Background: an optimization exercise with open tools, aiming at small area, a short achievable clock period and few clock cycles. Do not read the settings as production practice. At most, simulation tests tie the RTL to the original design; equivalence was not proved.

## rev 12
==> module RISC_SPM, before the edit <==
module RISC_SPM (clk, rst, mem_rdata, mem_addr, mem_wdata, mem_we, halted);
  input        clk, rst;
  input  [7:0] mem_rdata;
  output [7:0] mem_addr, mem_wdata;
  output       mem_we;
  output       halted;
  reg [7:0] R0, R1, R2, R3;
  reg [7:0] PC, MA;
  reg [2:0] iop;          
  reg [3:0] srcv, dstv;   
  reg       sA, sB, sD;   
  reg       Z;
  reg       halted;
  wire i_add = (iop == 3'd1);
  wire i_sub = (iop == 3'd2);
  wire i_and = (iop == 3'd3);
  wire i_not = (iop == 3'd4);
  wire ex    = i_add | i_sub | i_and | i_not;
  wire [7:0] opA = {8{dstv[0]}} & R0 | {8{dstv[1]}} & R1 | {8{dstv[2]}} & R2 | {8{dstv[3]}} & R3;
  wire [7:0] opB = {8{srcv[0]}} & R0 | {8{srcv[1]}} & R1 | {8{srcv[2]}} & R2 | {8{srcv[3]}} & R3;
  wire [7:0] bx = opB ^ {8{i_sub}};
  wire [7:0] p0 = opA ^ bx;
  wire [7:0] g0 = opA & bx;
  wire [8:0] G0 = {g0, i_sub}, P0 = {p0, 1'b0};
  wire [8:0] G1, P1, G2, P2, G3;
  genvar k;
  generate
    for (k = 0; k < 9; k = k + 1) begin : ks
      if (k >= 1) begin : a1
        assign G1[k] = G0[k] | P0[k] & G0[k-1]; assign P1[k] = P0[k] & P0[k-1];
      end else begin : b1
        assign G1[k] = G0[k]; assign P1[k] = P0[k];
      end
      if (k >= 2) begin : a2
        assign G2[k] = G1[k] | P1[k] & G1[k-2]; assign P2[k] = P1[k] & P1[k-2];
      end else begin : b2
        assign G2[k] = G1[k]; assign P2[k] = P1[k];
      end
      if (k >= 4) begin : a3
        assign G3[k] = G2[k] | P2[k] & G2[k-4];
      end else begin : b3
        assign G3[k] = G2[k];
      end
    end
  endgenerate
  wire [7:0] sum = p0 ^ G3[7:0];
  reg [7:0] alu;
  always @* begin
    case (iop)
      3'd1, 3'd2: alu = sum;
      3'd3:       alu = opA & opB;
      default:    alu = ~opB;
    endcase
  end
  wire [7:0] axb  = opA ^ opB;
  wire [7:0] aob  = opA | opB;
  wire       zadd = ~|(axb ^ {aob[6:0], 1'b0});
  wire       zsub = ~|axb;
  wire       zand = ~|(opA & opB);
  wire       znot = &opB;
  reg        zt;
  always @* begin
    case (iop)
      3'd1:    zt = zadd;
      3'd2:    zt = zsub;
      3'd3:    zt = zand;
      default: zt = znot;
    endcase
  end
  wire fF = ~sA & ~sD & ~halted & (~sB | ~Z);
  wire bT = sB & Z;                                        
  wire [3:0] fo     = mem_rdata[7:4];
  wire       f_two  = ~fo[3] & fo[2] & (fo[1] | fo[0]);    
  wire       f_brz  = (fo == 4'd8);
  wire       f_halt = fo[3] & (|fo[2:0]);
  wire d_rd = sD & (iop == 3'd5);
  wire d_wr = sD & (iop == 3'd6);
  wire d_br = sD & ~iop[2] | sD & iop[1] & iop[0];       
  wire [6:0] hi1 = PC[7:1] + 7'd1;
  wire [7:0] PC1 = {PC[0] ? hi1 : PC[7:1], ~PC[0]};
  wire [7:0] PC2 = {hi1, PC[0]};
  wire [3:0] wa = {4{ex}} & dstv;
  wire [3:0] wr = {4{d_rd}} & dstv;
  always @(posedge clk or negedge rst)
    if (!rst) begin
      R0 <= 8'd0; R1 <= 8'd0; R2 <= 8'd0; R3 <= 8'd0;
    end else begin
      R0 <= wa[0] ? alu : wr[0] ? mem_rdata : R0;
      R1 <= wa[1] ? alu : wr[1] ? mem_rdata : R1;
      R2 <= wa[2] ? alu : wr[2] ? mem_rdata : R2;
      R3 <= wa[3] ? alu : wr[3] ? mem_rdata : R3;
    end
  always @(posedge clk or negedge rst)
    if (!rst) Z <= 1'b0;
    else if (ex) Z <= zt;
  always @(posedge clk)
    if (fF) begin
      srcv <= 4'b1 << mem_rdata[3:2];
      dstv <= 4'b1 << mem_rdata[1:0];
    end
  always @(posedge clk or negedge rst)
    if (!rst) begin
      PC <= 8'd0; MA <= 8'd0; iop <= 3'd0;
      sA <= 1'b0; sB <= 1'b0; sD <= 1'b0; halted <= 1'b0;
    end else if (fF) begin
      iop  <= fo[2:0] & {3{~fo[3]}};    
      sB   <= 1'b0;
      if (f_halt) halted <= 1'b1;
      else begin
        MA <= PC1;
        PC <= f_brz ? PC2 : PC1;
        sA <= f_two;
        sB <= f_brz;
      end
    end else if (sA | bT) begin
      MA <= mem_rdata; sA <= 1'b0; sB <= 1'b0; sD <= 1'b1;
      if (sA) PC <= PC1;
    end else if (sD) begin
      sD <= 1'b0;
      if (d_br) begin MA <= mem_rdata; PC <= mem_rdata; end
      else MA <= PC;
    end
  assign mem_addr  = (sB & ~Z) ? PC : MA;
  assign mem_wdata = opB;
  assign mem_we    = d_wr;
endmodule
Settings: LEC_CHECK=0, ABC_AREA=1, CAP_MARGIN=20, CORE_MARGIN=2, CORE_UTILIZATION=75, SETUP_SLACK_MARGIN=2.2, SLEW_MARGIN=20; clock period 5.0 ns.
standard.sh (not shown) runs the stock make flow with config.mk's settings and CLKGATE_MAP_FILE= SYNTH_SCRIPT=/design/flow/synth_recipe.tcl, a recipe that flattens the netlist after the stock synthesis.
==> flow/flow/run.sh <==
#!/bin/bash
# The standard layout (standard.sh) with two changes:
#  - the port buffers are buf_2 cells instead of the delay cell the resizer
#    picks by default (every port still gets its buffer);
#  - Yosys's abc step runs with flow/abc.script (or yosys's own default abc
#    script if the file says "default") instead of ORFS's script.
# Everything else, registers included, is ORFS's standard synthesis and flow.
set -euo pipefail
here=$(pwd)
export BUFFER_PORTS_ARGS="-buffer_cell sky130_fd_sc_hd__buf_2"
if [[ -f flow/abc.script ]]; then
  if grep -qx default flow/abc.script; then sc=default; else sc=$here/flow/abc.script; fi
  python3 - synth_recipe.tcl "$sc" <<'PY'
import sys
f, sc = sys.argv[1], sys.argv[2]
first, rest = open(f).read().split('\n', 1)
ov = """proc abc {args} {
  set i [lsearch -exact $args -script]
  if {$i >= 0} { set args [lreplace $args $i [expr {$i+1}]] }
  if {"%s" ne "default"} { set args [linsert $args 0 -script %s] }
  puts "abc override: $args"
  yosys abc {*}$args
}""" % (sc, sc)
open(f, 'w').write(first + '\n' + ov + '\n' + rest)
PY
fi
bash standard.sh finish > standard.log 2>&1
For rev 13, these inputs were changed with respect to rev 12:
--- a/flow/design.v
+++ b/flow/design.v
@@ -90,23 +90,20 @@
       R2 <= wa[2] ? alu : wr[2] ? mem_rdata : R2;
       R3 <= wa[3] ? alu : wr[3] ? mem_rdata : R3;
     end
   always @(posedge clk or negedge rst)
     if (!rst) Z <= 1'b0;
     else if (ex) Z <= zt;
-  always @(posedge clk)
-    if (fF) begin
-      srcv <= 4'b1 << mem_rdata[3:2];
-      dstv <= 4'b1 << mem_rdata[1:0];
-    end
   always @(posedge clk or negedge rst)
     if (!rst) begin
-      PC <= 8'd0; MA <= 8'd0; iop <= 3'd0;
+      PC <= 8'd0; MA <= 8'd0; iop <= 3'd0; srcv <= 4'd0; dstv <= 4'd0;
       sA <= 1'b0; sB <= 1'b0; sD <= 1'b0; halted <= 1'b0;
     end else if (fF) begin
       iop  <= fo[2:0] & {3{~fo[3]}};    
+      srcv <= 4'b1 << mem_rdata[3:2];
+      dstv <= 4'b1 << mem_rdata[1:0];
       sB   <= 1'b0;
       if (f_halt) halted <= 1'b1;
       else begin
         MA <= PC1;
         PC <= f_brz ? PC2 : PC1;
         sA <= f_two;
Notes after the runs:
Rev 12 → rev 13: routed wire length went down by 1.2 mm; floorplan die height now sits lower; die area decreased about 1.5%; critical path data required time dropped 1.23 ns. Rev 12 → rev 13: count of multi-input combinational gates down about 0.75%, via count down 76, area growth from synthesis to final layout down 2.3 points, global routing usage on met1 up 2.9 points. Sort rev 13 and rev 12 by final cycle utilization of the critical path, ascending, and rev 13 comes first. Rev 13 against rev 12: initial core utilization -0.82 points, transition time of the tightest slew-check pin +0.054 ns, final net count -2.3%, buffering overhead -2.2 points.
Testbench counts of rev 13, summed over its fixed seeds: cycles 39,150.
Only the layout flow was run in rev 12; the RTL was not checked for function there.

* * *

## the reference run
The RTL this note starts from:
==> flow/design.v <==
module RISC_SPM (clk, rst, mem_rdata, mem_addr, mem_wdata, mem_we, halted);
  input        clk, rst;
  input  [7:0] mem_rdata;
  output [7:0] mem_addr, mem_wdata;
  output       mem_we;
  output       halted;
  reg [7:0] R0, R1, R2, R3;
  reg [7:0] PC, MA;
  reg [2:0] iop;          
  reg [3:0] srcv, dstv;   
  reg       sA, sB, sD;   
  reg       sBn;          
  reg       k_sub;        
  reg       Z;
  reg       halted;
  wire i_add = (iop == 3'd1);
  wire i_sub = k_sub;
  wire i_and = (iop == 3'd3);
  wire i_not = (iop == 3'd4);
  wire ex    = i_add | i_sub | i_and | i_not;
  wire [7:0] opA = {8{dstv[0]}} & R0 | {8{dstv[1]}} & R1 | {8{dstv[2]}} & R2 | {8{dstv[3]}} & R3;
  wire [7:0] opB = {8{srcv[0]}} & R0 | {8{srcv[1]}} & R1 | {8{srcv[2]}} & R2 | {8{srcv[3]}} & R3;
  wire [7:0] bx = opB ^ {8{i_sub}};
  wire [7:0] p0 = opA ^ bx;
  wire [7:0] g0 = opA & bx;
  wire [8:0] G0 = {g0, i_sub}, P0 = {p0, 1'b0};
  wire [8:0] G1, P1, G2, P2, G3;
  genvar k;
  generate
    for (k = 0; k < 9; k = k + 1) begin : ks
      if (k >= 1) begin : a1
        assign G1[k] = G0[k] | P0[k] & G0[k-1]; assign P1[k] = P0[k] & P0[k-1];
      end else begin : b1
        assign G1[k] = G0[k]; assign P1[k] = P0[k];
      end
      if (k >= 2) begin : a2
        assign G2[k] = G1[k] | P1[k] & G1[k-2]; assign P2[k] = P1[k] & P1[k-2];
      end else begin : b2
        assign G2[k] = G1[k]; assign P2[k] = P1[k];
      end
      if (k >= 4) begin : a3
        assign G3[k] = G2[k] | P2[k] & G2[k-4];
      end else begin : b3
        assign G3[k] = G2[k];
      end
    end
  endgenerate
  wire [7:0] sum = p0 ^ G3[7:0];
  reg [7:0] alu;
  always @* begin
    case (iop)
      3'd1, 3'd2: alu = sum;
      3'd3:       alu = opA & opB;
      default:    alu = ~opB;
    endcase
  end
  wire [7:0] axb  = opA ^ opB;
  wire [7:0] aob  = opA | opB;
  wire       zadd = ~|(axb ^ {aob[6:0], 1'b0});
  wire       zsub = ~|axb;
  wire       zand = ~|(opA & opB);
  wire       znot = &opB;
  reg        zt;
  always @* begin
    case (iop)
      3'd1:    zt = zadd;
      3'd2:    zt = zsub;
      3'd3:    zt = zand;
      default: zt = znot;
    endcase
  end
  wire fF = ~sA & ~sD & ~halted & (~sB | sBn);
  wire bT = sB & ~sBn;                                     
  wire [3:0] fo     = mem_rdata[7:4];
  wire       f_two  = ~fo[3] & fo[2] & (fo[1] | fo[0]);    
  wire       f_brz  = (fo == 4'd8);
  wire       f_halt = fo[3] & (|fo[2:0]);
  wire d_rd = sD & (iop == 3'd5);
  wire d_wr = sD & (iop == 3'd6);
  wire d_br = sD & ~iop[2] | sD & iop[1] & iop[0];       
  wire [6:0] hi1 = PC[7:1] + 7'd1;
  wire [7:0] PC1 = {PC[0] ? hi1 : PC[7:1], ~PC[0]};
  wire [7:0] PC2 = {hi1, PC[0]};
  wire [3:0] wa = {4{ex}} & dstv;
  wire [3:0] wr = {4{d_rd}} & dstv;
  always @(posedge clk or negedge rst)
    if (!rst) begin
      R0 <= 8'd0; R1 <= 8'd0; R2 <= 8'd0; R3 <= 8'd0;
    end else begin
      R0 <= wa[0] ? alu : wr[0] ? mem_rdata : R0;
      R1 <= wa[1] ? alu : wr[1] ? mem_rdata : R1;
      R2 <= wa[2] ? alu : wr[2] ? mem_rdata : R2;
      R3 <= wa[3] ? alu : wr[3] ? mem_rdata : R3;
    end
  always @(posedge clk or negedge rst)
    if (!rst) Z <= 1'b0;
    else if (ex) Z <= zt;
  always @(posedge clk)
    if (fF) begin
      srcv <= 4'b1 << mem_rdata[3:2];
      dstv <= 4'b1 << mem_rdata[1:0];
    end
  always @(posedge clk or negedge rst)
    if (!rst) begin
      PC <= 8'd0; MA <= 8'd0; iop <= 3'd0;
      sA <= 1'b0; sB <= 1'b0; sBn <= 1'b0; sD <= 1'b0; halted <= 1'b0; k_sub <= 1'b0;
    end else if (fF) begin
      iop  <= fo[2:0] & {3{~fo[3]}};    
      halted <= f_halt;
      MA <= PC1;
      PC <= f_brz ? PC2 : PC1;
      sA <= f_two;
      sB <= f_brz;
      sBn <= f_brz & ~(ex ? zt : Z);
      k_sub <= (fo == 4'd2);
    end else if (sA | bT) begin
      MA <= mem_rdata; sA <= 1'b0; sB <= 1'b0; sBn <= 1'b0; sD <= 1'b1;
      if (sA) PC <= PC1;
    end else if (sD) begin
      sD <= 1'b0;
      if (d_br) begin MA <= mem_rdata; PC <= mem_rdata; end
      else MA <= PC;
    end
  assign mem_addr  = sBn ? PC : MA;
  assign mem_wdata = opB;
  assign mem_we    = d_wr;
endmodule
Settings: LEC_CHECK=0, ABC_AREA=1, CAP_MARGIN=20, CORE_MARGIN=2, CORE_UTILIZATION=75, SETUP_SLACK_MARGIN=2.2, SLEW_MARGIN=20; clock period 5.0 ns.
Scripts as last shown in full above: flow/flow/run.sh
The reference run completed; timing, DRC and antenna clean
Input-level comparison between the trial run and the reference run:
==> flow/design.v <==
module RISC_SPM (clk, rst, mem_rdata, mem_addr, mem_wdata, mem_we, halted);
  input        clk, rst;
  input  [7:0] mem_rdata;
  output [7:0] mem_addr, mem_wdata;
  output       mem_we;
  output       halted;
  reg [7:0] R0, R1, R2, R3;
  reg [7:0] PC, MA;
  reg [2:0] iop;          
  reg [3:0] srcv, dstv;   
  reg       sA, sB, sD;   
  reg       Z;
  reg       halted;
  wire i_add = (iop == 3'd1);
  wire i_sub = (iop == 3'd2);
  wire i_and = (iop == 3'd3);
  wire i_not = (iop == 3'd4);
  wire ex    = i_add | i_sub | i_and | i_not;
  wire [7:0] opA = {8{dstv[0]}} & R0 | {8{dstv[1]}} & R1 | {8{dstv[2]}} & R2 | {8{dstv[3]}} & R3;
  wire [7:0] opB = {8{srcv[0]}} & R0 | {8{srcv[1]}} & R1 | {8{srcv[2]}} & R2 | {8{srcv[3]}} & R3;
  wire [7:0] bx = opB ^ {8{i_sub}};
  wire [7:0] p0 = opA ^ bx;
  wire [7:0] g0 = opA & bx;
  wire [8:0] G0 = {g0, i_sub}, P0 = {p0, 1'b0};
  wire [8:0] G1, P1, G2, P2, G3;
  genvar k;
  generate
    for (k = 0; k < 9; k = k + 1) begin : ks
      if (k >= 1) begin : a1
        assign G1[k] = G0[k] | P0[k] & G0[k-1]; assign P1[k] = P0[k] & P0[k-1];
      end else begin : b1
        assign G1[k] = G0[k]; assign P1[k] = P0[k];
      end
      if (k >= 2) begin : a2
        assign G2[k] = G1[k] | P1[k] & G1[k-2]; assign P2[k] = P1[k] & P1[k-2];
      end else begin : b2
        assign G2[k] = G1[k]; assign P2[k] = P1[k];
      end
      if (k >= 4) begin : a3
        assign G3[k] = G2[k] | P2[k] & G2[k-4];
      end else begin : b3
        assign G3[k] = G2[k];
      end
    end
  endgenerate
  wire [7:0] sum = p0 ^ G3[7:0];
  reg [7:0] alu;
  always @* begin
    case (iop)
      3'd1, 3'd2: alu = sum;
      3'd3:       alu = opA & opB;
      default:    alu = ~opB;
    endcase
  end
  wire [7:0] axb  = opA ^ opB;
  wire [7:0] aob  = opA | opB;
  wire       zadd = ~|(axb ^ {aob[6:0], 1'b0});
  wire       zsub = ~|axb;
  wire       zand = ~|(opA & opB);
  wire       znot = &opB;
  reg        zt;
  always @* begin
    case (iop)
      3'd1:    zt = zadd;
      3'd2:    zt = zsub;
      3'd3:    zt = zand;
      default: zt = znot;
    endcase
  end
  wire fF = ~sA & ~sD & ~halted & (~sB | ~Z);
  wire bT = sB & Z;                                        
  wire [3:0] fo     = mem_rdata[7:4];
  wire       f_two  = ~fo[3] & fo[2] & (fo[1] | fo[0]);    
  wire       f_brz  = (fo == 4'd8);
  wire       f_halt = fo[3] & (|fo[2:0]);
  wire d_rd = sD & (iop == 3'd5);
  wire d_wr = sD & (iop == 3'd6);
  wire d_br = sD & ~iop[2] | sD & iop[1] & iop[0];       
  wire [6:0] hi1 = PC[7:1] + 7'd1;
  wire [7:0] PC1 = {PC[0] ? hi1 : PC[7:1], ~PC[0]};
  wire [7:0] PC2 = {hi1, PC[0]};
  wire [3:0] wa = {4{ex}} & dstv;
  wire [3:0] wr = {4{d_rd}} & dstv;
  wire [7:0] wdat = sD ? mem_rdata : alu;
  always @(posedge clk or negedge rst)
    if (!rst) begin
      R0 <= 8'd0; R1 <= 8'd0; R2 <= 8'd0; R3 <= 8'd0;
    end else begin
      if (wa[0] | wr[0]) R0 <= wdat;
      if (wa[1] | wr[1]) R1 <= wdat;
      if (wa[2] | wr[2]) R2 <= wdat;
      if (wa[3] | wr[3]) R3 <= wdat;
    end
  always @(posedge clk or negedge rst)
    if (!rst) Z <= 1'b0;
    else if (ex) Z <= zt;
  always @(posedge clk or negedge rst)
    if (!rst) begin
      PC <= 8'd0; MA <= 8'd0; iop <= 3'd0; srcv <= 4'd0; dstv <= 4'd0;
      sA <= 1'b0; sB <= 1'b0; sD <= 1'b0; halted <= 1'b0;
    end else if (fF) begin
      iop  <= fo[2:0] & {3{~fo[3]}};    
      srcv <= 4'b1 << mem_rdata[3:2];
      dstv <= 4'b1 << mem_rdata[1:0];
      sB   <= 1'b0;
      if (f_halt) halted <= 1'b1;
      else begin
        MA <= PC1;
        PC <= f_brz ? PC2 : PC1;
        sA <= f_two;
        sB <= f_brz;
      end
    end else if (sA | bT) begin
      MA <= mem_rdata; sA <= 1'b0; sB <= 1'b0; sD <= 1'b1;
      if (sA) PC <= PC1;
    end else if (sD) begin
      sD <= 1'b0;
      if (d_br) begin MA <= mem_rdata; PC <= mem_rdata; end
      else MA <= PC;
    end
  assign mem_addr  = (sB & ~Z) ? PC : MA;
  assign mem_wdata = opB;
  assign mem_we    = d_wr;
endmodule
[summary]
Delta (the trial run minus the reference run): tap cell instance count shrank by 2.6%, simple-gate area share of the yosys netlist grew by 1.4 points.
Against the reference run, the trial run comes in 2.5 points lower on complex-gate fraction of the synthesized area.
What the reference run reported for non-clock buffer count has to be multiplied by 0.884 to get the figure for the trial run.
Chip height shrinks by a few percent when moving from the reference run to the trial run.
The trial run leaves more setup margin than the reference run.
Compared with the reference run, in the trial run post-synthesis instance area shrank by 5.1%; met3 wirelength from detailed routing has increased.
When the trial run is set beside the reference run, its sequential cell count turns out to be 2 smaller.
Worst max-slew margin expressed relative to the limit on the trial run is ahead of the reference run.
Testbench counts of the trial run, summed over its fixed seeds: cycles 39,150.
The RTL of the reference run was laid out without a check of its function.

==> port drivers added, routing unchanged <==
Ports are ideal in the flow. The routed layouts listed here were re-timed in OpenROAD. Step 1 (the two cells are an assumption about what drives the block):
set clk [get_ports {clk}]
set_driving_cell -lib_cell sky130_fd_sc_hd__clkbuf_16 $clk
set_driving_cell -lib_cell sky130_fd_sc_hd__buf_2 [delete_from_list [all_inputs] $clk]
Step 2 times the ports against the registers' clock, not the clock port: input delays grow and output delays shrink by t, the midpoint of the rising clock arrivals with the driver on. Slacks: no drivers / after step 1 / after step 2; pairs: no drivers / after step 1.
| run | shift t [ns] | slack for setup (ns) | cell pins on the clock port's net |
|---|---|---|---|
| rev 12 | 0.368 | 2.140 / 2.140 / 2.140 | 1 |
| rev 13 | 0.387 | 2.301 / 2.270 / 2.302 | 1 |
| the reference run | 0.382 | 2.107 / 2.107 / 2.068 | 1 |
| the trial run | 0.378 | 2.238 / 2.232 / 2.238 | 1 |
After both steps setup and hold are still met in every run listed. For the reference run, which loses most, drivers alone change the setup slack by 0.000 ns; drivers and shift together by -0.039 ns.
